Background: an optimization exercise with open tools, aiming at small area and a short achievable clock period. Do not read the settings as production practice.
Function was not checked in any run shown here: the RTL went through the layout flow alone.

==> flow/design.v (outline; a module is shown in full before it is edited, if it fits) <==
// module GCC: 4765 lines
// module fa: 7 lines
module GCC(READY_, Xc, Yc, Xi, Yi, Wi, RESET_, CLK);
  // ...
==> flow/run.sh <==
#!/bin/bash
# synth_recipe.tcl (not shown) runs the flow's synth.tcl, then flattens the netlist and writes it again
# the make line also repeats each setting of config.mk as NAME=value (left out here)
make -C /OpenROAD-flow-scripts/flow DESIGN_CONFIG=/design/flow/config.mk WORK_HOME=/design/flow/orfs CLKGATE_MAP_FILE= SYNTH_SCRIPT=/design/flow/synth_recipe.tcl finish
==> flow/config.mk <==
export PLATFORM = sky130hd
export DESIGN_NAME = GCC
export DESIGN_NICKNAME = GCC
export VERILOG_FILES = /design/flow/design.v
export SDC_FILE = /design/flow/constraint.sdc
export NUM_CORES = 4
export LEC_CHECK = 0
export ABC_AREA = 1
export CAP_MARGIN = 20
export CORE_MARGIN = 2
export CORE_UTILIZATION = 40
export PLACE_DENSITY = 0.6
export SLEW_MARGIN = 20
export SYNTH_HIERARCHICAL = 1
==> flow/constraint.sdc <==
create_clock -name core_clock -period 52.0 [get_ports {CLK}]
set_input_delay 10.4000 -clock core_clock [delete_from_list [all_inputs] [get_ports {CLK}]]
set_output_delay 10.4000 -clock core_clock [all_outputs]
set_load 0.01 [all_outputs]
==> out/metrics.csv, run 1 <==
stage,metric,value,unit
status,status,finished clean,
floorplan,chip width,315,um
route,vias,31043,
critical_path,CP endpoint,NY[12]$_DFF_PN0_,
layout,count of non-CTS inverters in the layout,684,
global_routing,met1 global-route usage,0.339,
layout,layout net count,5611,
synthesis,top_reg_cell synth,dfrtp_1,
placement,Final HPWL DP,98.7,mm
timing,Layout Skew,0.0220,ns
global_routing,initial antenna violation count,2,
synthesis,synth cell count leaders,"nand2_1, inv_1, fa_1",
synthesis,"count leader, synth",nand2_1,
clock_tree,postcts setup bufs,0,
synthesis,register area share after synthesis,0.121,
route,initial DRC count,2980,
synthesis,largest cells by area after synthesis,"fa_1, ha_1, dfrtp_1, nand2_1, inv_1",
route,WL met1,52.7,mm
global_routing,GR Util met2,0.400,
critical_path,crit path DAT,22.64,ns
critical_path,total buffers and inverters traversed by the critical path,14,
synthesis,mux cell area share after synthesis,0.000258,
floorplan,core area,96400,um2
clock_tree,Worst-path clk slew,0.10,ns
floorplan,IO Pins,39,
placement,DP Area,40300,um2
worst_hold_path,hold depth,0,
timing,RSZ-0062 raised after global routing,no,
clock_tree,post_cts resized,0,
layout,Multi-In Gates,3528,
critical_path,Setup CP Type,reg2reg,
synthesis,Synth area leader,fa_1,
==> inputs of run 2 (changes only) <==
--- a/flow/config.mk
+++ b/flow/config.mk
@@ -12,3 +12,3 @@
 export PLACE_DENSITY = 0.6
-export SLEW_MARGIN = 20
+export SLEW_MARGIN = 70
 export SYNTH_HIERARCHICAL = 1
==> run 2 against run 1 <==
Effect of this change:
- sequential share of layout area fell by 0.25 points
- via count rose by 0.92%
- cell count rose by 0.55%
- routed wire length rose by 0.16%
- critical path depth rose by 14
- hold slack got worse by 0.0013 ns
- core utilization rose by 1.0 points
- global-route usage rose by 0.12 points
- first-iteration DRC count rose by 0.57%
==> out/metrics.csv, run 2 <==
stage,metric,value,unit,change
status,status,finished clean,,unchanged
timing,Final Cycle Share,0.402,,was 0.428
floorplan,core area,96400,um2,unchanged
timing,Fin Setup TNS,0,ns,unchanged
timing,min cycle time layout,20.89,ns,was 22.24 ns
layout,most frequent cells in the layout,"nand2_1, inv_1, fa_1, nor2_1, ha_1",,unchanged
synthesis,largest cells by area after synthesis,"fa_1, ha_1, dfrtp_1, nand2_1, inv_1",,unchanged
layout,"commonest non-fill, non-tap cell in the layout",nand2_1,,unchanged
synthesis,Ys Warns,7,,unchanged
floorplan,IO Pins,39,,unchanged
synthesis,post-synth top area share,0.333,,unchanged
timing,RSZ-0062 raised after global routing,no,,unchanged
global_routing,GR Util met2,0.401,,was 0.400
route,vias,31328,,was 31043
route,Final ANT Viol Nets,0,,unchanged
timing,Layout Skew,0.0237,ns,was 0.0220 ns
timing,Final setup violation count,0,,unchanged
global_routing,gr busiest metal,met2,,unchanged
global_routing,GR Overflow Total,0,,unchanged
floorplan,Initial Utilization,0.402,,unchanged
placement,Final HPWL DP,99.3,mm,was 98.7 mm
clock_tree,post_cts resized,0,,unchanged
critical_path,crit-path max FO,60,,unchanged
layout,fraction of layout cells with a size suffix above 1,0.0760,,was 0.0477
floorplan,die area,99400,um2,unchanged
global_routing,vias in the first global route,31708,,was 31294
route,initial DRC count,2997,,was 2980
placement,PortBufs,38,,unchanged
placement,Post-Place Setup Slack,31.35,ns,was 29.90 ns
layout,Antenna diodes,0,,unchanged
clock_tree,CTS tree,built,,unchanged
synthesis,"FFs w/ async S/R, synth",1.00,,unchanged
route,DRC violations left,0,,unchanged
layout,Post-Layout Cell Count,5817,,was 5785
layout,Post-Route Utilization,0.434,,was 0.424
placement,placed insts,5781,,was 5753
layout,Area Overhead vs Synth,8.07,%,was 5.56%
route,Vias per Instance,5.39,,was 5.37
global_routing,initial antenna violation count,0,,was 2
layout,Regs by FF count,"NX x15, NY x15, S3 x9",,unchanged
synthesis,number of synthesized flops with an enable pin,0,,unchanged
timing,Max Fclk,0.0479,GHz,was 0.0450 GHz
clock_tree,Worst-path clk slew,0.09,ns,was 0.10 ns
synthesis,register area share after synthesis,0.121,,unchanged
floorplan,chip width,315,um,unchanged
floorplan,Rows,114,,unchanged
synthesis,top_reg_cell synth,dfrtp_1,,unchanged
global_routing,GRT Total Usage,0.244,,was 0.243
synthesis,Syn Inst Count,4557,,unchanged
floorplan,die height,315,um,unchanged
worst_hold_path,Hold WC Path Type,reg2reg,,unchanged
clock_tree,Worst-Skew Late Latency,0.46,ns,about the same
critical_path,Max stage delay on crit path,0.57,ns,was 0.74 ns
critical_path,worst path required time,52.40,ns,about the same
clock_tree,CTS root buf,clkbuf_16,,unchanged
synthesis,Yosys reg bits,187,,unchanged
critical_path,critical path's most frequent cell,inv_1,,
timing,Final Hold Vio Count,0,,unchanged
clock_tree,postcts setup bufs,0,,unchanged
run,Max Cap Viol,0,,unchanged
route,Routed WL,120,mm,about the same
clock_tree,clk sinks,187,,unchanged
route,Avg WL per Cell,20.6,um,was 20.7 um
global_routing,global-route wire length before repair,187,mm,was 186 mm
route,first-pass iteration count of the detailed router,7,,unchanged
synthesis,"Net Count, Synth",5672,,unchanged
clock_tree,CTS max path bufs,2,,unchanged
timing,max-slew violations,0,,unchanged
synthesis,synth cell count leaders,"nand2_1, inv_1, fa_1",,unchanged
clock_tree,H-tree lvl count,4,,unchanged
critical_path,Setup CP Type,reg2reg,,unchanged
critical_path,crit path DAT,21.30,ns,was 22.64 ns
critical_path,Worst path slowest cell,fa_1,,was xnor2_1
synthesis,Synth area leader,fa_1,,unchanged
critical_path,Critical Path Source Type,flop,,unchanged
synthesis,"count leader, synth",nand2_1,,unchanged
global_routing,largest net degree at the start of global routing,61,,was 71
critical_path,Critical Path End Type,flop,,unchanged
synthesis,synth unique cells,64,,unchanged
synthesis,Mapped Area,38800,um2,unchanged
clock_tree,CTS buffer count,17,,unchanged
global_routing,met3 GRT Util,0.0247,,was 0.0205
layout,layout net count,5643,,was 5611
global_routing,met1 global-route usage,0.337,,was 0.339
placement,gpl congestion,0.975,,unchanged
synthesis,Post-Syn Area per Cell,8.50,um2,unchanged
clock_tree,Post-CTS Hold Buffers,0,,unchanged
timing,Setup WS post-layout,31.11,ns,was 29.76 ns
==> run 2: cell types whose count changed in the layout (fill, tap and decap cells not counted), sizes merged <==
| cell | previous run | this run |
|---|---|---|
| clkdlybuf4s50 | 37 | 33 |
| buf | 40 | 70 |
| clkbuf | 18 | 23 |
| clkdlybuf4s18 | 0 | 1 |
| bufinv | 1 | 0 |
| clkinv | 13 | 14 |
==> run 2: area by class of cell <==
type	instances	area [um2]
flip-flops and latches	187	4690
inverters	684	2590
multi-input cells	3528	31400
clock inverters	15	208
clock buffers	17	425
repair buffers	110	991
well taps	1276	1600
fillers	9607	54500
==> run 2: path summary, 6_finish.rpt <==
check	slack (ns)	startpoint	cells after the start	end
hold / removal	0.37	delay$_DFF_PN1_	0	READY_$_DFF_PN1_
min in group asynchronous	9.82	RESET_	1	x4[6]$_DFFE_PN0N_
hold reg to reg	0.37	delay$_DFF_PN1_	0	READY_$_DFF_PN1_
setup reg to reg	31.11	S[6]$_DFF_PN0_	101	NX[12]$_DFF_PN0_
setup / recovery	31.11	S[6]$_DFF_PN0_	101	NX[12]$_DFF_PN0_
max in group asynchronous	41.25	RESET_	4	S3[2]$_DFF_PN0_
==> run 2: metrics by stage <==
step	instance area (um2)	hold slack, ns
final	41900	0.371
after floorplan	38800	0.345
after global placement	40300	0.355
after CTS	41700	0.372
after global routing	41900	0.376
after detailed placement	41100	0.351
==> run 2: worst max-delay path: cells and delay by family (launching register included) <==
kind                       cells  cell delay [ns]
xor gates and xnor gates       2             0.55
DFF                            1             0.53
AOI/OAI and AO/OA             17             3.78
adders and majority gates     25             8.83
buffers and inverters         23             3.40
and+or+nand+nor               34             3.74
==> run 2: cells by family (layout without fill, tap and decap cells) <==
| group | count (synthesis) | after routing | synth area share |
|---|---|---|---|
| xor gates and xnor gates | 145 | 145 | 0.0352 |
| and+or+nand+nor | 1617 | 1617 | 0.175 |
| other | 1 | 1 | 0.0000968 |
| AOI/OAI and AO/OA | 670 | 670 | 0.105 |
| buffers and inverters | 842 | 826 | 0.0861 |
| DFF | 187 | 187 | 0.121 |
| adders and majority gates | 1094 | 1094 | 0.478 |
| muxes | 1 | 1 | 0.000258 |
==> run 2: Yosys stat by module, one instance, submodules excluded <==
| module | flip-flops and latches | area [um2] |
|---|---|---|
| GCC | 187 | 28000 |
| fa | 0 | 20.0 |
==> run 2: routing by layer <==
| layer | up-vias | part of all wire |
|---|---|---|
| met5 | - | 0 |
| met4 | 0 | 0.035 |
| met3 | 168 | 0.054 |
| met2 | 1109 | 0.47 |
| met1 | 15573 | 0.44 |
| li1 | 14478 | - |
==> inputs of run 3 (changes only) <==
--- a/flow/config.mk
+++ b/flow/config.mk
@@ -8,3 +8,3 @@
 export ABC_AREA = 1
-export CAP_MARGIN = 20
+export CAP_MARGIN = 60
 export CORE_MARGIN = 2
@@ -12,3 +12,3 @@
 export PLACE_DENSITY = 0.6
-export SLEW_MARGIN = 70
+export SLEW_MARGIN = 50
 export SYNTH_HIERARCHICAL = 1
==> run 3 against run 2 <==
Effect of this change:
- die area unchanged
- hold slack about the same
- fmax down 0.71%
- global-route usage about the same
- still clean
- critical endpoint unchanged
- sequential cell count unchanged
==> out/metrics.csv, run 3 <==
stage,metric,value,unit,change
status,status,finished clean,,unchanged
timing,min cycle time layout,21.04,ns,was 20.89 ns
global_routing,met1 global-route usage,0.337,,about the same
route,Avg WL per Cell,20.6,um,about the same
timing,max-slew violations,0,,unchanged
timing,worst slew pin tran,0.614,ns,
timing,Final Hold Vio Count,0,,unchanged
clock_tree,Post-CTS Hold Buffers,0,,unchanged
clock_tree,Worst-Skew Late Latency,0.47,ns,was 0.46 ns
synthesis,Synth Area in XOR/XNOR,0.0352,,unchanged
worst_hold_path,Hold WC Path Type,reg2reg,,unchanged
synthesis,number of synthesized flops with an enable pin,0,,unchanged
timing,Final Cycle Share,0.405,,was 0.402
route,Vias per Instance,5.37,,was 5.39
synthesis,Post-Synth Simple-Gate Area,0.175,,unchanged
critical_path,Max stage delay on crit path,0.61,ns,was 0.57 ns
critical_path,worst path required time,52.41,ns,was 52.40 ns
synthesis,"Net Count, Synth",5672,,unchanged
placement,PortBufs,38,,unchanged
synthesis,"count leader, synth",nand2_1,,unchanged
synthesis,"FFs w/ async S/R, synth",1.00,,unchanged
layout,layout net count,5660,,was 5643
clock_tree,CTS root buf,clkbuf_16,,unchanged
route,initial DRC count,2948,,was 2997
synthesis,synth cell count leaders,"nand2_1, inv_1, fa_1",,unchanged
route,vias,31357,,was 31328
timing,RSZ-0062 raised after global routing,no,,unchanged
clock_tree,CTS max path bufs,2,,unchanged
clock_tree,Worst-path clk slew,0.09,ns,about the same
timing,Final setup violation count,0,,unchanged
global_routing,GR Overflow Total,0,,unchanged
synthesis,Syn Inst Count,4557,,unchanged
synthesis,main combinational cell family by area after synthesis,adder cells,,unchanged
critical_path,Critical Path Source Type,flop,,unchanged
run,Max Cap Viol,0,,unchanged
floorplan,die area,99400,um2,unchanged
critical_path,Setup CP Type,reg2reg,,unchanged
floorplan,Initial Utilization,0.402,,unchanged
global_routing,met3 GRT Util,0.0247,,about the same
critical_path,crit path DAT,21.46,ns,was 21.30 ns
placement,gpl congestion,0.975,,unchanged
global_routing,initial antenna violation count,0,,unchanged
floorplan,core area,96400,um2,unchanged
clock_tree,CTS buffer count,17,,unchanged
layout,"commonest non-fill, non-tap cell in the layout",nand2_1,,unchanged
critical_path,critical path's most frequent cell,nand2_1,,was inv_1
synthesis,largest cells by area after synthesis,"fa_1, ha_1, dfrtp_1, nand2_1, inv_1",,unchanged
synthesis,post-synth top area share,0.333,,unchanged
synthesis,Mapped Area,38800,um2,unchanged
route,Routed WL,120,mm,about the same
synthesis,compound-gate portion of the synthesized area,0.105,,unchanged
placement,Post-Place Setup Slack,30.88,ns,was 31.35 ns
synthesis,Ys Warns,7,,unchanged
placement,Final HPWL DP,99.4,mm,was 99.3 mm
synthesis,mux cell area share after synthesis,0.000258,,unchanged
critical_path,crit-path max FO,51,,was 60
global_routing,GR Util met2,0.399,,was 0.401
floorplan,die height,315,um,unchanged
timing,final hold slack,0.371,ns,about the same
timing,Max Fclk,0.0475,GHz,was 0.0479 GHz
timing,Layout Skew,0.0194,ns,was 0.0237 ns
clock_tree,postcts setup bufs,0,,unchanged
route,Final ANT Viol Nets,0,,unchanged
clock_tree,H-tree lvl count,4,,unchanged
global_routing,vias in the first global route,31584,,was 31708
global_routing,global-route wire length before repair,187,mm,about the same
synthesis,synth unique cells,64,,unchanged
layout,Regs by FF count,"NX x15, NY x15, S3 x9",,unchanged
timing,Fin Setup TNS,0,ns,unchanged
layout,most frequent cells in the layout,"nand2_1, inv_1, fa_1, nor2_1, ha_1",,unchanged
clock_tree,CTS tree,built,,unchanged
synthesis,Post-Syn Area per Cell,8.50,um2,unchanged
synthesis,Synth area leader,fa_1,,unchanged
layout,Antenna diodes,0,,unchanged
global_routing,largest net degree at the start of global routing,61,,unchanged
synthesis,register area share after synthesis,0.121,,unchanged
floorplan,IO Pins,39,,unchanged
synthesis,Yosys reg bits,187,,unchanged
global_routing,GRT Total Usage,0.244,,about the same
clock_tree,clk sinks,187,,unchanged
layout,fraction of layout cells with a size suffix above 1,0.0643,,was 0.0760
route,DRC violations left,0,,unchanged
critical_path,Worst path slowest cell,fa_1,,unchanged
synthesis,Adder-Cell Fraction of Synth Area,0.478,,unchanged
critical_path,Critical Path End Type,flop,,unchanged
clock_tree,post_cts resized,0,,unchanged
timing,Setup WS post-layout,30.96,ns,was 31.11 ns
route,first-pass iteration count of the detailed router,8,,was 7
timing,worst rel slew slack,0.589,,
synthesis,top_reg_cell synth,dfrtp_1,,unchanged
floorplan,Rows,114,,unchanged
layout,Area Overhead vs Synth,7.13,%,was 8.07%
floorplan,chip width,315,um,unchanged
global_routing,gr busiest metal,met2,,unchanged
## run 3: layer usage
metal | vias to the layer above | share of wire | wire (um)
li1 | 14521 | - | -
met1 | 15588 | 0.44 | 52900
met2 | 1079 | 0.47 | 56200
met3 | 169 | 0.053 | 6390
met4 | 0 | 0.038 | 4600
met5 | - | 0 | 0
## run 3: per-stage QoR
stage	utilization	area [um2]	cells
after floorplan	-	38800	4557
after global placement	0.418	40300	5753
after detailed placement	0.422	40700	5788
after CTS	0.429	41400	5820
after global routing	0.431	41500	5834
final	0.431	41500	5834
## run 3: worst paths after layout
kind	cells after the start	from	slack, ns	end
worst max register to register	101	S[6]$_DFF_PN0_	30.96	NX[12]$_DFF_PN0_
worst max-delay path	101	S[6]$_DFF_PN0_	30.96	NX[12]$_DFF_PN0_
max in group asynchronous	3	RESET_	41.15	w5[0]$_DFFE_PN0N_
worst min register to register	0	delay$_DFF_PN1_	0.37	READY_$_DFF_PN1_
min in group asynchronous	1	RESET_	9.90	x4[6]$_DFFE_PN0N_
worst min-delay path	0	delay$_DFF_PN1_	0.37	READY_$_DFF_PN1_
## run 3: layout make-up
class	count	area (um2)
Inverter	684	2570
Clock inverter	15	195
Timing Repair Buffer	127	1150
Clock buffer	17	425
Sequential cell	187	4680
Multi-Input combinational cell	3528	30900
Tap cell	1276	1600
Fill cell	9601	54900
## run 3: modules after synthesis, one instance, submodules excluded
module,times used,cells inside,flip-flops and latches
fa,535,1,0
GCC,1,4022,187
## run 3: worst max-delay path, delay by kind of cell (launching register included)
| family | cells | cell delay (ns) |
|---|---|---|
| adder cells (fa/ha/maj) | 24 | 8.82 |
| AO/OA/AOI/OAI | 19 | 4.53 |
| AND/OR/NAND/NOR | 36 | 3.66 |
| buffers and inverters | 21 | 2.99 |
| flip-flops | 1 | 0.52 |
| XOR/XNOR | 1 | 0.42 |
## run 3: cells by family after synthesis
logic type / count (synthesis)
buf+inv: 842
fa+ha+maj: 1094
flops: 187
xor+xnor: 145
compound gates: 670
simple gates: 1617
other cells: 1
mux: 1
==> inputs of run 4 (changes only) <==
--- a/flow/config.mk
+++ b/flow/config.mk
@@ -8,7 +8,7 @@
 export ABC_AREA = 1
-export CAP_MARGIN = 60
+export CAP_MARGIN = 20
 export CORE_MARGIN = 2
-export CORE_UTILIZATION = 40
-export PLACE_DENSITY = 0.6
-export SLEW_MARGIN = 50
+export CORE_UTILIZATION = 60
+export PLACE_DENSITY = 0.75
+export SLEW_MARGIN = 20
 export SYNTH_HIERARCHICAL = 1
==> run 4 against run 3 <==
Effect of this change:
- clock skew is 0.0050 ns higher
- critical endpoint unchanged
- hold slack worse by 0.013 ns
- non-clock buffer count is 52 lower
- first-iteration DRC count is 14% higher
==> out/metrics.csv, run 4 <==
stage,metric,value,unit,change
route,DRC violations left,0,,unchanged
clock_tree,CTS buffer count,17,,unchanged
global_routing,global-route wire length before repair,178,mm,was 187 mm
timing,worst rel slew slack,0.270,,was 0.589
route,initial DRC count,3356,,was 2948
placement,PortBufs,38,,unchanged
clock_tree,Worst-Skew Late Latency,0.48,ns,was 0.47 ns
synthesis,synth unique cells,64,,unchanged
route,first-pass iteration count of the detailed router,6,,was 8
critical_path,critical path's most frequent cell,nand2_1,,unchanged
route,Final ANT Viol Nets,0,,unchanged
clock_tree,CTS tree,built,,unchanged
floorplan,core area,64100,um2,was 96400 um2
synthesis,top_reg_cell synth,dfrtp_1,,unchanged
run,Max Cap Viol,0,,unchanged
clock_tree,Worst-path clk slew,0.08,ns,was 0.09 ns
critical_path,FF-to-FF path depth,100,,was 101
timing,Setup WS post-layout,29.63,ns,was 30.96 ns
layout,"commonest non-fill, non-tap cell in the layout",nand2_1,,unchanged
floorplan,Rows,93,,was 114
floorplan,chip width,258,um,was 315 um
route,Top Layer Used,met5,,was met4
global_routing,initial antenna violation count,3,,was 0
timing,Fin Setup TNS,0,ns,unchanged
timing,Final setup violation count,0,,unchanged
clock_tree,clk sinks,187,,unchanged
placement,Final HPWL DP,92.9,mm,was 99.4 mm
timing,min cycle time layout,22.37,ns,was 21.04 ns
route,Avg WL per Cell,21.0,um,was 20.6 um
synthesis,Synth area leader,fa_1,,unchanged
critical_path,FF-to-FF End,NX[12]$_DFF_PN0_,,unchanged
timing,Final Hold Vio Count,0,,unchanged
worst_hold_path,hold depth,0,,unchanged
synthesis,post-synth top area share,0.333,,unchanged
clock_tree,H-tree lvl count,4,,unchanged
layout,Regs by FF count,"NX x15, NY x15, S3 x9",,unchanged
synthesis,number of synthesized flops with an enable pin,0,,unchanged
global_routing,GRT Total Usage,0.347,,was 0.244
floorplan,IO Pins,39,,unchanged
global_routing,largest net degree at the start of global routing,111,,was 61
worst_hold_path,hold path endpoint,READY_$_DFF_PN1_,,unchanged
clock_tree,CTS max path bufs,2,,unchanged
synthesis,register area share after synthesis,0.121,,unchanged
clock_tree,postcts setup bufs,0,,unchanged
worst_hold_path,HP Start,delay$_DFF_PN1_,,unchanged
critical_path,Max stage delay on crit path,0.73,ns,was 0.61 ns
layout,fraction of layout cells with a size suffix above 1,0.0470,,was 0.0643
critical_path,Setup CP Type,reg2reg,,unchanged
timing,Max Fclk,0.0447,GHz,was 0.0475 GHz
critical_path,worst path required time,52.42,ns,was 52.41 ns
synthesis,"FFs w/ async S/R, synth",1.00,,unchanged
timing,Final Cycle Share,0.430,,was 0.405
synthesis,synth cell count leaders,"nand2_1, inv_1, fa_1",,unchanged
route,met3 routed WL,12.4,mm,was 6.39 mm
synthesis,Ys Warns,7,,unchanged
layout,Post-Route Utilization,0.630,,was 0.431
critical_path,"reg-to-reg slack, setup",29.63,ns,was 30.96 ns
synthesis,Yosys reg bits,187,,unchanged
synthesis,Post-Syn Area per Cell,8.50,um2,unchanged
route,vias,31623,,was 31357
synthesis,Mapped Area,38800,um2,unchanged
synthesis,largest cells by area after synthesis,"fa_1, ha_1, dfrtp_1, nand2_1, inv_1",,unchanged
synthesis,"count leader, synth",nand2_1,,unchanged
clock_tree,Post-CTS Hold Buffers,0,,unchanged
layout,Area Overhead vs Synth,4.20,%,was 7.13%
timing,RSZ-0062 raised after global routing,no,,unchanged
layout,layout net count,5608,,was 5660
timing,worst slew pin tran,1.09,ns,was 0.614 ns
floorplan,die height,258,um,was 315 um
timing,max-slew violations,0,,unchanged
critical_path,Worst path slowest cell,xnor2_1,,was fa_1
critical_path,crit path DAT,22.80,ns,was 21.46 ns
synthesis,Syn Inst Count,4557,,unchanged
clock_tree,post_cts resized,0,,unchanged
global_routing,vias in the first global route,31475,,was 31584
floorplan,die area,66600,um2,was 99400 um2
status,status,finished clean,,unchanged
route,Routed WL,113,mm,was 120 mm
placement,gpl congestion,0.985,,was 0.975
route,Vias per Instance,5.90,,was 5.37
synthesis,"Net Count, Synth",5672,,unchanged
critical_path,Critical Path End Type,flop,,unchanged
critical_path,crit-path max FO,60,,was 51
route,WL met1,47.9,mm,was 52.9 mm
layout,most frequent cells in the layout,"nand2_1, inv_1, fa_1, nor2_1, ha_1",,unchanged
critical_path,Critical Path Source Type,flop,,unchanged
critical_path,r2r startpoint,S[5]$_DFF_PN0_,,was S[6]$_DFF_PN0_
placement,Post-Place Setup Slack,30.04,ns,was 30.88 ns
route,DR WL met2,50.1,mm,was 56.2 mm
global_routing,GR Overflow Total,0,,unchanged
clock_tree,CTS root buf,clkbuf_16,,unchanged
worst_hold_path,Hold WC Path Type,reg2reg,,unchanged
timing,Layout Skew,0.0244,ns,was 0.0194 ns
floorplan,Initial Utilization,0.604,,was 0.402
run 4: changes by cell type in the layout (fill, tap and decap cells not counted), moves of 8 or more:
| cell | before | now |
|---|---|---|
| buf_4 | 45 | 37 |
| buf_2 | 20 | 0 |
| a21oi_2 | 27 | 18 |
| a21oi_1 | 237 | 246 |
| xnor2_2 | 19 | 4 |
| buf_6 | 9 | 0 |
| xnor2_1 | 88 | 103 |
run 4: how the worst max path moves through the flow:
stage	startpoint	end	slack, ns
2_1_floorplan	S[1]$_DFF_PN0_	NX[12]$_DFF_PN0_	33.80
3_3_place_gp	S[5]$_DFF_PN0_	NX[12]$_DFF_PN0_	30.29
3_5_place_dp	S[5]$_DFF_PN0_	NX[12]$_DFF_PN0_	30.04
4_1_cts	S[5]$_DFF_PN0_	NX[12]$_DFF_PN0_	30.02
5_1_grt	S[5]$_DFF_PN0_	NX[12]$_DFF_PN0_	28.15
6_report	S[5]$_DFF_PN0_	NX[12]$_DFF_PN0_	29.63
run 4: kinds of logic after synthesis:
logic type	Yosys count	share of synthesized area
mux	1	0.000258
xor+xnor	145	0.0352
flops	187	0.121
other cells	1	0.0000968
simple gates	1617	0.175
compound gates	670	0.105
fa+ha+maj	1094	0.478
buf+inv	842	0.0861
run 4: per-stage QoR:
| step | instances | hold WS (ns) | cell area, um2 |
|---|---|---|---|
| CTS | 5361 | 0.360 | 40400 |
| detailed placement | 5329 | 0.348 | 39700 |
| finish | 5362 | 0.358 | 40400 |
| floorplan | 4557 | 0.345 | 38800 |
| global placement | 5329 | 0.346 | 39700 |
| global route | 5361 | 0.360 | 40400 |
run 4: modules after synthesis (local to each module, per instance):
| module | cell area (um2) | cells inside | times used |
|---|---|---|---|
| GCC | 28000 | 4022 | 1 |
| fa | 20.0 | 1 | 535 |
run 4: cell type report:
type | instances | area, um2
Tap cell | 855 | 1070
Multi-Input combinational cell | 3528 | 30700
Antenna cell | 1 | 2.50
Sequential cell | 187 | 4680
Inverter | 684 | 2570
Clock inverter | 13 | 191
Timing Repair Buffer | 75 | 662
Fill cell | 5501 | 23700
Clock buffer | 19 | 453
run 4: routing by layer:
metal | GRT usage | up-vias
met5 | 0 | -
met2 | 0.529 | 1527
met4 | 0.0785 | 4
li1 | - | 14401
met3 | 0.0834 | 181
met1 | 0.504 | 15510
run 4: critical path: cells and delay by family, from the launching register on:
kind / cells / cell delay [ns]
compound gates: 19 / 5.33
xor+xnor: 1 / 0.73
fa+ha+maj: 25 / 9.08
buf+inv: 19 / 2.80
flops: 1 / 0.57
simple gates: 36 / 3.74
==> inputs of run 5 (changes only) <==
==> flow/flow/run.sh (new file) <==
#!/bin/bash
cd "$(dirname "$0")/.."
cp standard.sh standard_sh.copy.log
cp config.mk config_mk.copy.log
export SETUP_SLACK_MARGIN=32
bash standard.sh > standard.log 2>&1
rc=$?
exit $rc
==> flow/standard.sh (new file) <==
#!/bin/bash
# synth_recipe.tcl (not shown) runs the flow's synth.tcl, then flattens the netlist and writes it again
# the make line also repeats each setting of config.mk as NAME=value (left out here)
make -C /OpenROAD-flow-scripts/flow DESIGN_CONFIG=/design/flow/config.mk WORK_HOME=/design/flow/orfs CLKGATE_MAP_FILE= SYNTH_SCRIPT=/design/flow/synth_recipe.tcl "${@:-finish}"
--- a/flow/config.mk
+++ b/flow/config.mk
@@ -8,7 +8,7 @@
 export ABC_AREA = 1
-export CAP_MARGIN = 20
+export CAP_MARGIN = 60
 export CORE_MARGIN = 2
-export CORE_UTILIZATION = 60
-export PLACE_DENSITY = 0.75
-export SLEW_MARGIN = 20
+export CORE_UTILIZATION = 40
+export PLACE_DENSITY = 0.6
+export SLEW_MARGIN = 50
 export SYNTH_HIERARCHICAL = 1
removed: flow/run.sh
==> run 5 against run 4 <==
Effect of this change:
- clock skew shrank 0.0045 ns
- die area increased by 49%
- sequential cell count stayed put
- synthesized area unchanged
- register-to-register slack improved by 3.5 ns
- critical path depth shrank 4
- worst setup slack gained 3.5 ns
- global-route usage shrank 10 points
- fmax increased by 18%
- routed wire length grew 9.5%
- critical endpoint is now NY[12]$_DFF_PN0_
- largest cell class unchanged
==> out/metrics.csv, run 5 <==
stage,metric,value,unit,change
worst_hold_path,Hold WC Path Type,reg2reg,,unchanged
route,initial DRC count,2963,,was 3356
global_routing,gr busiest metal,met2,,unchanged
synthesis,Mapped Area,38800,um2,unchanged
layout,Antenna diodes,0,,was 1
global_routing,GR Overflow Total,0,,unchanged
timing,Final Hold Vio Count,0,,unchanged
critical_path,Critical Path End Type,flop,,unchanged
synthesis,Yosys reg bits,187,,unchanged
route,DRC violations left,0,,unchanged
worst_hold_path,hold depth,0,,unchanged
synthesis,post-synth top area share,0.333,,unchanged
critical_path,Critical Path Source Type,flop,,unchanged
global_routing,GRT Total Usage,0.245,,was 0.347
critical_path,CP endpoint,NY[12]$_DFF_PN0_,,was NX[12]$_DFF_PN0_
route,vias,31975,,was 31623
floorplan,die area,99400,um2,was 66600 um2
global_routing,largest net degree at the start of global routing,61,,was 111
route,Vias per Instance,5.43,,was 5.90
synthesis,"FFs w/ async S/R, synth",1.00,,unchanged
route,Final ANT Viol Nets,0,,unchanged
layout,fraction of layout cells with a size suffix above 1,0.109,,was 0.0470
synthesis,register area share after synthesis,0.121,,unchanged
global_routing,GR Util met2,0.399,,was 0.529
layout,"commonest non-fill, non-tap cell in the layout",nand2_1,,unchanged
synthesis,Post-Syn Area per Cell,8.50,um2,unchanged
global_routing,vias in the first global route,31742,,was 31475
critical_path,critical path's most frequent cell,nand2_1,,unchanged
route,Routed WL,124,mm,was 113 mm
synthesis,synth cell count leaders,"nand2_1, inv_1, fa_1",,unchanged
floorplan,Initial Utilization,0.402,,was 0.604
synthesis,Ys Warns,7,,unchanged
critical_path,crit path DAT,19.32,ns,was 22.80 ns
timing,Final setup violation count,0,,unchanged
global_routing,met3 GRT Util,0.0264,,was 0.0834
layout,layout net count,5718,,was 5608
placement,PortBufs,38,,unchanged
global_routing,global-route wire length before repair,188,mm,was 178 mm
clock_tree,CTS max path bufs,2,,unchanged
run,Max Cap Viol,0,,unchanged
global_routing,met1 global-route usage,0.337,,was 0.504
timing,worst slew pin tran,0.603,ns,was 1.09 ns
timing,min cycle time layout,18.91,ns,was 22.37 ns
synthesis,Synth area leader,fa_1,,unchanged
synthesis,"Net Count, Synth",5672,,unchanged
critical_path,FF-to-FF End,NY[12]$_DFF_PN0_,,was NX[12]$_DFF_PN0_
clock_tree,Worst-Skew Late Latency,0.47,ns,was 0.48 ns
clock_tree,H-tree lvl count,4,,unchanged
layout,fillers,9425,,was 5501
critical_path,FF-to-FF path depth,96,,was 100
timing,Max Fclk,0.0529,GHz,was 0.0447 GHz
critical_path,crit-path max FO,21,,was 60
floorplan,Rows,114,,was 93
clock_tree,CTS buffer count,17,,unchanged
clock_tree,Worst-path clk slew,0.09,ns,was 0.08 ns
timing,Fin Setup TNS,0,ns,unchanged
synthesis,Syn Inst Count,4557,,unchanged
placement,Post-Place Setup Slack,30.88,ns,was 30.04 ns
floorplan,chip width,315,um,was 258 um
synthesis,top_reg_cell synth,dfrtp_1,,unchanged
floorplan,core area,96400,um2,was 64100 um2
timing,Setup WS post-layout,33.09,ns,was 29.63 ns
layout,Regs by FF count,"NX x15, NY x15, S3 x9",,unchanged
clock_tree,Post-CTS Hold Buffers,0,,unchanged
critical_path,Worst path slowest cell,fa_2,,was xnor2_1
synthesis,number of synthesized flops with an enable pin,0,,unchanged
synthesis,synth unique cells,64,,unchanged
timing,Final Cycle Share,0.364,,was 0.430
critical_path,Setup CP Type,reg2reg,,unchanged
floorplan,die height,315,um,was 258 um
clock_tree,clk sinks,187,,unchanged
clock_tree,CTS tree,built,,unchanged
critical_path,r2r startpoint,S[2]$_DFF_PN0_,,was S[5]$_DFF_PN0_
timing,Layout Skew,0.0200,ns,was 0.0244 ns
floorplan,IO Pins,39,,unchanged
critical_path,"reg-to-reg slack, setup",33.09,ns,was 29.63 ns
layout,Area Overhead vs Synth,11.3,%,was 4.20%
synthesis,largest cells by area after synthesis,"fa_1, ha_1, dfrtp_1, nand2_1, inv_1",,unchanged
timing,worst rel slew slack,0.595,,was 0.270
critical_path,Max stage delay on crit path,0.55,ns,was 0.73 ns
route,Avg WL per Cell,21.0,um,about the same
timing,max-slew violations,0,,unchanged
placement,gpl congestion,0.975,,was 0.985
critical_path,worst path required time,52.42,ns,about the same
critical_path,Worst Setup SP,S[2]$_DFF_PN0_,,was S[5]$_DFF_PN0_
synthesis,"count leader, synth",nand2_1,,unchanged
clock_tree,CTS root buf,clkbuf_16,,unchanged
route,first-pass iteration count of the detailed router,6,,unchanged
global_routing,initial antenna violation count,0,,was 3
layout,most frequent cells in the layout,"nand2_1, inv_1, fa_1, nor2_1, ha_1",,unchanged
placement,Final HPWL DP,99.4,mm,was 92.9 mm
timing,RSZ-0062 raised after global routing,no,,unchanged
status,status,finished clean,,unchanged
==> run 5: cell counts after synthesis <==
Identical to the previous run, type by type.
==> run 5: per-layer routing <==
metal	up-vias	wire, um
met5	-	0
met4	0	5310
met3	205	7090
met2	1193	57800
met1	15936	53300
li1	14641	-
==> run 5: how the worst min path moves through the flow <==
stage	from	to	slack, ns
final	delay$_DFF_PN1_	READY_$_DFF_PN1_	0.37
after global routing	delay$_DFF_PN1_	READY_$_DFF_PN1_	0.38
after CTS	delay$_DFF_PN1_	READY_$_DFF_PN1_	0.37
after detailed placement	delay$_DFF_PN1_	READY_$_DFF_PN1_	0.35
after global placement	delay$_DFF_PN1_	READY_$_DFF_PN1_	0.35
after floorplan	delay$_DFF_PN1_	READY_$_DFF_PN1_	0.35
==> run 5: Yosys stat by module, one instance, submodules excluded <==
| module | flops+latches | copies in the design | cells inside | cell area [um2] |
|---|---|---|---|---|
| GCC | 187 | 1 | 4022 | 28000 |
| fa | 0 | 535 | 1 | 20.0 |
==> run 5: cell type report <==
class,instances,area [um2],share of cell area
sequential,187,4680,0.109
timing repair buffer,184,1840,0.0428
multi-input combinational,3529,31800,0.737
tap,1276,1600,0.0370
clock inverter,15,195,0.00453
inverter,684,2610,0.0606
clock buffer,17,425,0.00986
==> run 5: cells by family after synthesis <==
group	after synthesis	synth area share
and+or+nand+nor	1617	0.175
adders and majority gates	1094	0.478
buffers and inverters	842	0.0861
AOI/OAI and AO/OA	670	0.105
DFF	187	0.121
xor gates and xnor gates	145	0.0352
other	1	0.0000968
muxes	1	0.000258
==> run 5: stage by stage <==
stage	hold WS, ns	area, um2	util	instances
floorplan	0.345	38800	-	4557
global placement	0.355	40300	0.418	5753
detailed placement	0.351	40700	0.422	5788
CTS	0.372	41700	0.432	5832
global route	0.376	43100	0.447	5892
finish	0.371	43100	0.447	5892
==> run 5: critical path, delay by kind of cell, from the launching register on <==
kind,cells,cell delay [ns]
simple gates,33,3.58
flops,1,0.37
fa+ha+maj,24,8.81
compound gates,21,3.68
buf+inv,18,2.28
==> run 5: repair_timing <==
item                                    CTS  global route
hold endpoints to repair                  0             0
cloned                                    0             7
endpoints found under the setup margin   20            28
resized for setup                        52           216
setup buffers                            12            46
pin swaps                                 2            22
==> inputs of run 6 (changes only) <==
==> flow/flow/run.sh (replaced) <==
#!/bin/bash
cd "$(dirname "$0")/.."
cp standard.sh standard_sh.copy.log
cp config.mk config_mk.copy.log
export SETUP_SLACK_MARGIN=35
bash standard.sh > standard.log 2>&1
rc=$?
exit $rc
==> run 6 against run 5 <==
Effect of this change:
- sequential cell count unchanged
- synthesized area stayed put
- die area unchanged
- sequential share of layout area is 1.3 points lower
- first-iteration DRC count rose by 5.8%
- critical path depth down 4
- still clean
- via count increased by 7.1%
- worst setup slack gained 1.0 ns
- critical path type unchanged
- highest routed layer unchanged
- core utilization rose by 6.1 points
==> out/metrics.csv, run 6 <==
stage,metric,value,unit,change
timing,worst rel slew slack,0.551,,was 0.595
critical_path,crit-path max FO,8,,was 21
global_routing,global-route wire length before repair,206,mm,was 188 mm
layout,Post-Route Utilization,0.508,,was 0.447
global_routing,GRT Total Usage,0.270,,was 0.245
route,vias,34254,,was 31975
layout,most frequent cells in the layout,"nand2_1, inv_1, nor2_1, fa_1, buf_4",,"was nand2_1, inv_1, fa_1, nor2_1, ha_1"
timing,Max Fclk,0.0559,GHz,was 0.0529 GHz
floorplan,chip width,315,um,unchanged
route,Final ANT Viol Nets,0,,unchanged
timing,Final setup violation count,0,,unchanged
synthesis,largest cells by area after synthesis,"fa_1, ha_1, dfrtp_1, nand2_1, inv_1",,unchanged
status,status,finished clean,,unchanged
clock_tree,CTS max path bufs,2,,unchanged
layout,fraction of layout cells with a size suffix above 1,0.260,,was 0.109
synthesis,"FFs w/ async S/R, synth",1.00,,unchanged
floorplan,IO Pins,39,,unchanged
synthesis,Yosys reg bits,187,,unchanged
synthesis,number of synthesized flops with an enable pin,0,,unchanged
clock_tree,Worst-Skew Late Latency,0.47,ns,about the same
route,Avg WL per Cell,21.9,um,was 21.0 um
layout,Area Overhead vs Synth,26.4,%,was 11.3%
route,first-pass iteration count of the detailed router,7,,was 6
run,Max Cap Viol,0,,unchanged
critical_path,crit path DAT,18.27,ns,was 19.32 ns
layout,layout net count,6015,,was 5718
floorplan,die height,315,um,unchanged
route,initial DRC count,3134,,was 2963
layout,Antenna diodes,0,,unchanged
timing,Layout Skew,0.0183,ns,was 0.0200 ns
clock_tree,H-tree lvl count,4,,unchanged
global_routing,vias in the first global route,34943,,was 31742
clock_tree,CTS buffer count,17,,unchanged
placement,Final HPWL DP,102,mm,was 99.4 mm
critical_path,Critical Path End Type,flop,,unchanged
timing,Final Cycle Share,0.344,,was 0.364
synthesis,"count leader, synth",nand2_1,,unchanged
clock_tree,Worst-path clk slew,0.09,ns,about the same
route,Routed WL,135,mm,was 124 mm
timing,min cycle time layout,17.90,ns,was 18.91 ns
critical_path,Setup CP Type,reg2reg,,unchanged
synthesis,top_reg_cell synth,dfrtp_1,,unchanged
placement,PortBufs,38,,unchanged
synthesis,"Net Count, Synth",5672,,unchanged
critical_path,Max stage delay on crit path,0.59,ns,was 0.55 ns
floorplan,core area,96400,um2,unchanged
worst_hold_path,Hold WC Path Type,reg2reg,,unchanged
floorplan,Rows,114,,unchanged
clock_tree,clk sinks,187,,unchanged
synthesis,register area share after synthesis,0.121,,unchanged
layout,final instance area,49000,um2,was 43100 um2
synthesis,Ys Warns,7,,unchanged
critical_path,critical path's most frequent cell,fa_2,,was nand2_1
floorplan,die area,99400,um2,unchanged
critical_path,Worst path slowest cell,fa_2,,unchanged
synthesis,synth cell count leaders,"nand2_1, inv_1, fa_1",,unchanged
layout,"commonest non-fill, non-tap cell in the layout",nand2_1,,unchanged
critical_path,Critical Path Source Type,flop,,unchanged
route,DRC violations left,0,,unchanged
timing,worst slew pin tran,0.669,ns,was 0.603 ns
clock_tree,Post-CTS Hold Buffers,0,,unchanged
synthesis,Synth area leader,fa_1,,unchanged
global_routing,largest net degree at the start of global routing,79,,was 61
synthesis,Syn Inst Count,4557,,unchanged
timing,max-slew violations,0,,unchanged
layout,fillers,8782,,was 9425
clock_tree,CTS root buf,clkbuf_16,,unchanged
critical_path,worst path required time,52.37,ns,was 52.42 ns
timing,Final Hold Vio Count,0,,unchanged
floorplan,Initial Utilization,0.402,,unchanged
clock_tree,CTS tree,built,,unchanged
timing,final hold slack,0.364,ns,was 0.371 ns
global_routing,initial antenna violation count,0,,unchanged
timing,Fin Setup TNS,0,ns,unchanged
placement,gpl congestion,0.942,,was 0.975
global_routing,GR Overflow Total,0,,unchanged
synthesis,Mapped Area,38800,um2,unchanged
layout,Regs by FF count,"NX x15, NY x15, S3 x9",,unchanged
placement,DP Area,41300,um2,was 40700 um2
route,Vias per Instance,5.53,,was 5.43
synthesis,post-synth top area share,0.333,,unchanged
synthesis,Post-Syn Area per Cell,8.50,um2,unchanged
synthesis,synth unique cells,64,,unchanged
timing,RSZ-0062 raised after global routing,yes,,was no
## run 6: cell counts after synthesis
Identical to the previous run, type by type.
## run 6: layout make-up
class	count	area, um2	share of cell area
repair buffers	476	4620	0.0943
clock buffers	17	425	0.00868
flip-flops and latches	187	4700	0.0960
repair inverters	2	10.0	0.000204
clock inverters	15	193	0.00393
inverters	684	2680	0.0547
well taps	1276	1600	0.0326
multi-input cells	3532	34800	0.709
## run 6: Yosys stat by module, one instance, submodules excluded
module / flops+latches / copies in the design / area (um2)
GCC: 187 / 1 / 28000
fa: 0 / 535 / 20.0
## run 6: worst paths after layout
path	startpoint	to	depth (start not counted)	slack (ns)
worst max-delay path	S3[0]$_DFF_PN0_	NY[12]$_DFF_PN0_	92	34.10
worst min-delay path	delay$_DFF_PN1_	READY_$_DFF_PN1_	0	0.36
worst max register to register	S3[0]$_DFF_PN0_	NY[12]$_DFF_PN0_	92	34.10
worst min register to register	delay$_DFF_PN1_	READY_$_DFF_PN1_	0	0.36
max in group asynchronous	RESET_	y2[3]$_DFFE_PN0N_	3	40.90
min in group asynchronous	RESET_	NX[13]$_DFF_PN0_	1	9.79
## run 6: logic make-up (layout without fill, tap and decap cells)
family | after synthesis | in the layout | share of synthesized area
muxes | 1 | 1 | 0.000258
adders and majority gates | 1094 | 1094 | 0.478
buffers and inverters | 842 | 1194 | 0.0861
xor gates and xnor gates | 145 | 145 | 0.0352
other | 1 | 1 | 0.0000968
and+or+nand+nor | 1617 | 1621 | 0.175
AOI/OAI and AO/OA | 670 | 670 | 0.105
DFF | 187 | 187 | 0.121
## run 6: worst max-delay path: cells and delay by family (launching register included)
kind | cells | cell delay (ns)
AOI/OAI and AO/OA | 18 | 3.15
xor gates and xnor gates | 1 | 0.26
adders and majority gates | 25 | 9.32
buffers and inverters | 18 | 1.73
DFF | 1 | 0.41
muxes | 1 | 0.27
and+or+nand+nor | 29 | 2.61
## run 6: routing by layer
layer	track usage	share of wire
met5	0	0
met4	0.144	0.065
met3	0.0337	0.069
met2	0.441	0.46
met1	0.350	0.40
## run 6: repair_timing
item / in CTS / in global routing
resized for setup: 551 / 272
cloned: 17 / 4
setup endpoints to repair: 141 / 30
pin swaps: 175 / 197
buffers inserted: 260 / 105
## run 6: through the flow
stage	std cells	worst slack (ns)
after floorplan	4557	34.98
after global placement	5729	30.41
after detailed placement	5770	30.67
after CTS	6079	34.47
after global routing	6189	33.50
final	6189	34.10

afterwards: timing with drivers on the ports:
In the flow no input, the clock included, has a driving cell. The finished layouts below were timed again as built, in two steps. Step 1 sets driving cells, clkbuf_16 on the clock port and buf_2 on the other inputs (assumed; they add their load-dependent delay and slew). Step 2 also shifts input and output timing later by t, the mid clock arrival at the registers, as if the neighbouring blocks saw the same clock. Slacks: ideal ports / drivers / drivers and shift; pairs: ideal ports / drivers.
run	t, ns	setup WS [ns]	worst setup path after step 2
run 1	0.504	29.756 / 29.756 / 29.756	register to register
run 2	0.508	31.106 / 31.106 / 31.106	register to register
run 3	0.510	30.957 / 30.957 / 30.957	register to register
run 4	0.518	29.625 / 29.625 / 29.625	register to register
run 5	0.513	33.095 / 33.095 / 33.095	register to register
run 6	0.512	34.099 / 34.099 / 34.078	input to register
After both steps setup and hold are still met in every run listed. The setup slack of run 6, which loses most, moves by 0.000 ns with the drivers and by -0.021 ns with both steps.
